This design comes from an exercise in tuning for small area on the open sky130 flow, not from production work.
Where RTL was checked, it was by simulation tests only, not by an equivalence proof against the original.
No activity file was given, so power comes from the tool's default toggle rates.

==> flow/design.v <==
module speed_rx(
	input clk,
	input bps_start,
	output clk_bps,
	output at_436
    );
localparam [9:0] INV = 10'b1110100010;
localparam [9:0] LOAD = 10'b0001100011;	 
localparam [9:0] G = 10'b0011100110;	 
localparam [9:0] J = 10'b0000100000;	 
localparam [9:0] JUMP = 10'b0000101000;	 
reg [9:0] t;
wire [9:0] s = t ^ INV;
assign clk_bps = ~s[0] & ~s[1] & s[2] & ~s[4] & ~s[5] & ~s[6] & ~s[7] & ~s[8];
assign at_436 = ~s[0] & ~s[1] & ~s[2] & s[3] & ~s[4] & ~s[6] & ~s[8] & ~s[9];
wire [9:0] shifted = {s[8:0], s[6] ^ s[9]};
wire [9:0] counted = clk_bps ? (shifted & ~J) | (JUMP & J) : shifted;
wire [9:0] s_next = bps_start ? counted : (counted & ~G) | (LOAD & G);
always @(posedge clk)
	t <= s_next ^ INV;
endmodule
module speed_tx(
	input clk,
	input bps_start,
	output clk_bps
    );
localparam [9:0] INV = 10'b0011000100;
localparam [9:0] LOAD = 10'b0011000000;	 
localparam [9:0] G = 10'b0101000100;	 
localparam [9:0] J = 10'b0100001000;	 
localparam [9:0] JUMP = 10'b0000100001;	 
reg [9:0] t;
wire [9:0] s = t ^ INV;
assign clk_bps = ~s[0] & ~s[1] & s[2] & ~s[3] & s[4] & ~s[5] & ~s[6] & s[7] & ~s[8];
wire [9:0] shifted = {s[8:0], s[2] ^ s[9]};
wire [9:0] counted = clk_bps ? (shifted & ~J) | (JUMP & J) : shifted;
wire [9:0] s_next = bps_start ? counted : (counted & ~G) | (LOAD & G);
always @(posedge clk)
	t <= s_next ^ INV;
endmodule
module uart_rx(
	input clk,
	input rst_n,
	input uart_rx,
	input clk_bps,
	input at_436,
	output bps_start,
	output [7:0] rx_data,
	output rx_done
    );
reg [2:0] q;
wire neg_uart_rx = q[2];
always @(posedge clk or negedge rst_n) begin
	if (!rst_n)
		q <= 3'b000;
	else
		q <= {~uart_rx & q[1] & ~q[0], q[0] & (uart_rx | q[1]), uart_rx};
end
reg rx_int;
reg sr0;
reg [8:1] sr;
wire last = sr0 & at_436;
always @(posedge clk or negedge rst_n) begin
	if (!rst_n)
		rx_int <= 1'b0;
	else if (neg_uart_rx)
		rx_int <= 1'b1;
	else if (last)
		rx_int <= 1'b0;
end
always @(posedge clk or negedge rst_n) begin
	if (!rst_n)
		sr0 <= 1'b1;
	else if (clk_bps)
		sr0 <= sr[1] & ~sr0;
end
always @(posedge clk) begin
	if (clk_bps)
		sr <= sr0 ? 8'b1000_0000 : {uart_rx, sr[8:2]};
end
assign bps_start = rx_int;
assign rx_data = sr[8:1];
assign rx_done = last & ~neg_uart_rx;
endmodule
module uart_tx(
	input clk,
	input rst_n,
	input clk_bps,
	input [7:0] rx_data,
	input [12:0] x_axis,
	input [12:0] y_axis,
	input [12:0] z_axis,
	input rx_done,
	output uart_tx,
	output bps_start
    );
reg [1:0] d;
wire go = d[1] & ~d[0];
always @(posedge clk or negedge rst_n) begin
	if (!rst_n)
		d <= 2'b00;
	else
		d <= {d[0], rx_done | (d[0] & ~d[1])};
end
wire cmd = ~rx_data[7] & rx_data[6] & rx_data[4] & rx_data[3] & ~rx_data[2];
wire sx = cmd & ~rx_data[1] & ~rx_data[0];
wire sy = cmd & ~rx_data[1] & rx_data[0];
wire sz = cmd & rx_data[1] & ~rx_data[0];
wire sxl = sx & rx_data[5], syl = sy & rx_data[5], szl = sz & rx_data[5];
wire sxh = sx & ~rx_data[5], syh = sy & ~rx_data[5], szh = sz & ~rx_data[5];
wire [7:0] lo = (x_axis[7:0] & {8{sxl}}) | (y_axis[7:0] & {8{syl}}) | (z_axis[7:0] & {8{szl}});
wire [4:0] hi = (x_axis[12:8] & {5{sxh}}) | (y_axis[12:8] & {5{syh}}) | (z_axis[12:8] & {5{szh}});
wire [7:0] reply = lo | {{3{hi[4]}}, hi};
reg [7:0] tx_data;
always @(posedge clk) begin
	if (go)
		tx_data <= reply;
end
reg [3:0] m;
reg uart_tx_r;
wire idle = m[3] & ~m[1] & m[0];	 
always @(posedge clk or negedge rst_n) begin
	if (!rst_n) begin
		m <= 4'd9;
		uart_tx_r <= 1'b1;
	end else begin
		if (go & idle)
			m <= 4'd15;
		else if (clk_bps)
			m <= m + 1'b1;
		if (clk_bps)
			uart_tx_r <= m[3] ? ~m[0] : tx_data[m[2:0]];
	end
end
assign uart_tx = uart_tx_r;
assign bps_start = ~idle;
endmodule
module uart_axis_bridge(
	input clk,
	input rst_n,
	input uart_rx,
	input [12:0] x_axis,
	input [12:0] y_axis,
	input [12:0] z_axis,
	output uart_tx
    );
wire bps_start1,bps_start2;
wire clk_bps1,clk_bps2;
wire at_436_1;
wire [7:0] rx_data;
wire rx_done;
speed_rx speed_rx(
	.clk(clk),
	.bps_start(bps_start1),
	.clk_bps(clk_bps1),
	.at_436(at_436_1)
);
uart_rx rx_i(
	.clk(clk),
	.rst_n(rst_n),
	.uart_rx(uart_rx),
	.clk_bps(clk_bps1),
	.at_436(at_436_1),
	.bps_start(bps_start1),
	.rx_data(rx_data),
	.rx_done(rx_done)
);
speed_tx speed_tx(
	.clk(clk),
	.bps_start(bps_start2),
	.clk_bps(clk_bps2)
);
uart_tx tx_i(
	.clk(clk),
	.rst_n(rst_n),
	.clk_bps(clk_bps2),
	.rx_data(rx_data),
	.x_axis(x_axis),
	.y_axis(y_axis),
	.z_axis(z_axis),
	.rx_done(rx_done),
	.uart_tx(uart_tx),
	.bps_start(bps_start2)
);
endmodule
Settings: LEC_CHECK=0, CAP_MARGIN=20, CORE_MARGIN=2, CORE_UTILIZATION=40, SLEW_MARGIN=20; clock period 10.0 ns.
standard.sh (not shown) runs the stock make flow with config.mk's settings and CLKGATE_MAP_FILE= SYNTH_SCRIPT=/design/flow/synth_recipe.tcl, a recipe that flattens the netlist after the stock synthesis.
==> flow/flow/run.sh <==
#!/bin/bash
# The standard layout, with three changes: ABC maps the logic for area, the
# port buffers are the smallest buffer cell, and CTS adds no dummy loads.
set -euo pipefail
here=$(pwd)
export AREA_ABC_SCRIPT=$here/flow/abc.script
export BUFFER_PORTS_ARGS="-buffer_cell sky130_fd_sc_hd__buf_1"
export CTS_ARGS="-sink_clustering_enable -repair_clock_nets -dont_use_dummy_load"
bash standard.sh SYNTH_SCRIPT=$here/flow/synth.tcl finish > make_finish.log 2>&1
==> flow/flow/abc.script <==
strash
dch -f
amap -F 20 -A 40
topo
==> flow/flow/synth.tcl <==
# The standard flow's synthesis script (synth_recipe.tcl), with ABC mapping the logic for
# area instead of speed. Everything but the ABC script is unchanged, so the
# registers are the standard synthesis's.
proc synth {args} { yosys synth -nofsm -noshare {*}$args }
proc abc {args} {
  set i [lsearch -exact $args -script]
  lset args [expr {$i + 1}] $::env(AREA_ABC_SCRIPT)
  yosys abc {*}$args
}
source $::env(SCRIPTS_DIR)/synth.tcl
# left out here: clear keep_hierarchy, flatten, clean up, hide names made inside functions, write 1_2_yosys.v
==> next run, changes <==
--- a/flow/design.v
+++ b/flow/design.v
@@ -117,17 +117,18 @@
 		tx_data <= reply;
 end
 reg [3:0] m;
 reg uart_tx_r;
-wire idle = m[3] & ~m[1] & m[0];	 
+wire idle = m[3] & m[1] & ~m[0];	 
+wire done = m[3] & ~m[1] & m[0];	 
 always @(posedge clk or negedge rst_n) begin
 	if (!rst_n) begin
-		m <= 4'd9;
+		m <= 4'd10;
 		uart_tx_r <= 1'b1;
 	end else begin
-		if (go & idle)
+		if (go & (idle | done))
 			m <= 4'd15;
-		else if (clk_bps)
+		else if (clk_bps | done)
 			m <= m + 1'b1;
 		if (clk_bps)
 			uart_tx_r <= m[3] ? ~m[0] : tx_data[m[2:0]];
 	end
What happened:
- The new run completed with no timing, DRC or antenna violations
- final area is about the same
- wire length climbs slightly
- clock skew barely changes
- synthesized cell count grows slightly
- setup slack gets worse by 20 ps
- register-to-register slack improves by 50 ps
- sequential power hardly moves
- total power increases slightly
- synthesized area hardly moves
- combinational power came out lower slightly
- hold slack gets better by 8.6 ps
For the first run of this note, only the layout was checked, not whether the RTL still works.

static timing again, ports no longer ideal:
The results above use ideal ports. As a check the final layouts listed here were re-extracted and re-timed, cells and wires unchanged. Step 1: set_driving_cell puts a clkbuf_16 on clk and a buf_2 on each other input, an assumption about the parent block. Step 2, shift: input delay + t, output delay - t, t = (earliest + latest rising clock arrival at the registers) / 2. This alone moves slack from input paths to output paths. Slacks: no drivers / after step 1 / after step 2; pairs: no drivers / after step 1.
run	t, ns	slack for setup (ns)	worst hold slack (ns)	worst setup path after step 2	worst data-port slew with drivers (ns)
the first run	0.311	7.049 / 7.024 / 6.882	0.334 / 0.334 / 0.334	input to register	0.05
the second run	0.313	7.030 / 7.003 / 6.972	0.343 / 0.343 / 0.343	input to register	0.05
After both steps setup and hold are still met in every run listed. For the first run, which loses most, drivers alone change the setup slack by -0.025 ns; drivers and shift together by -0.167 ns.
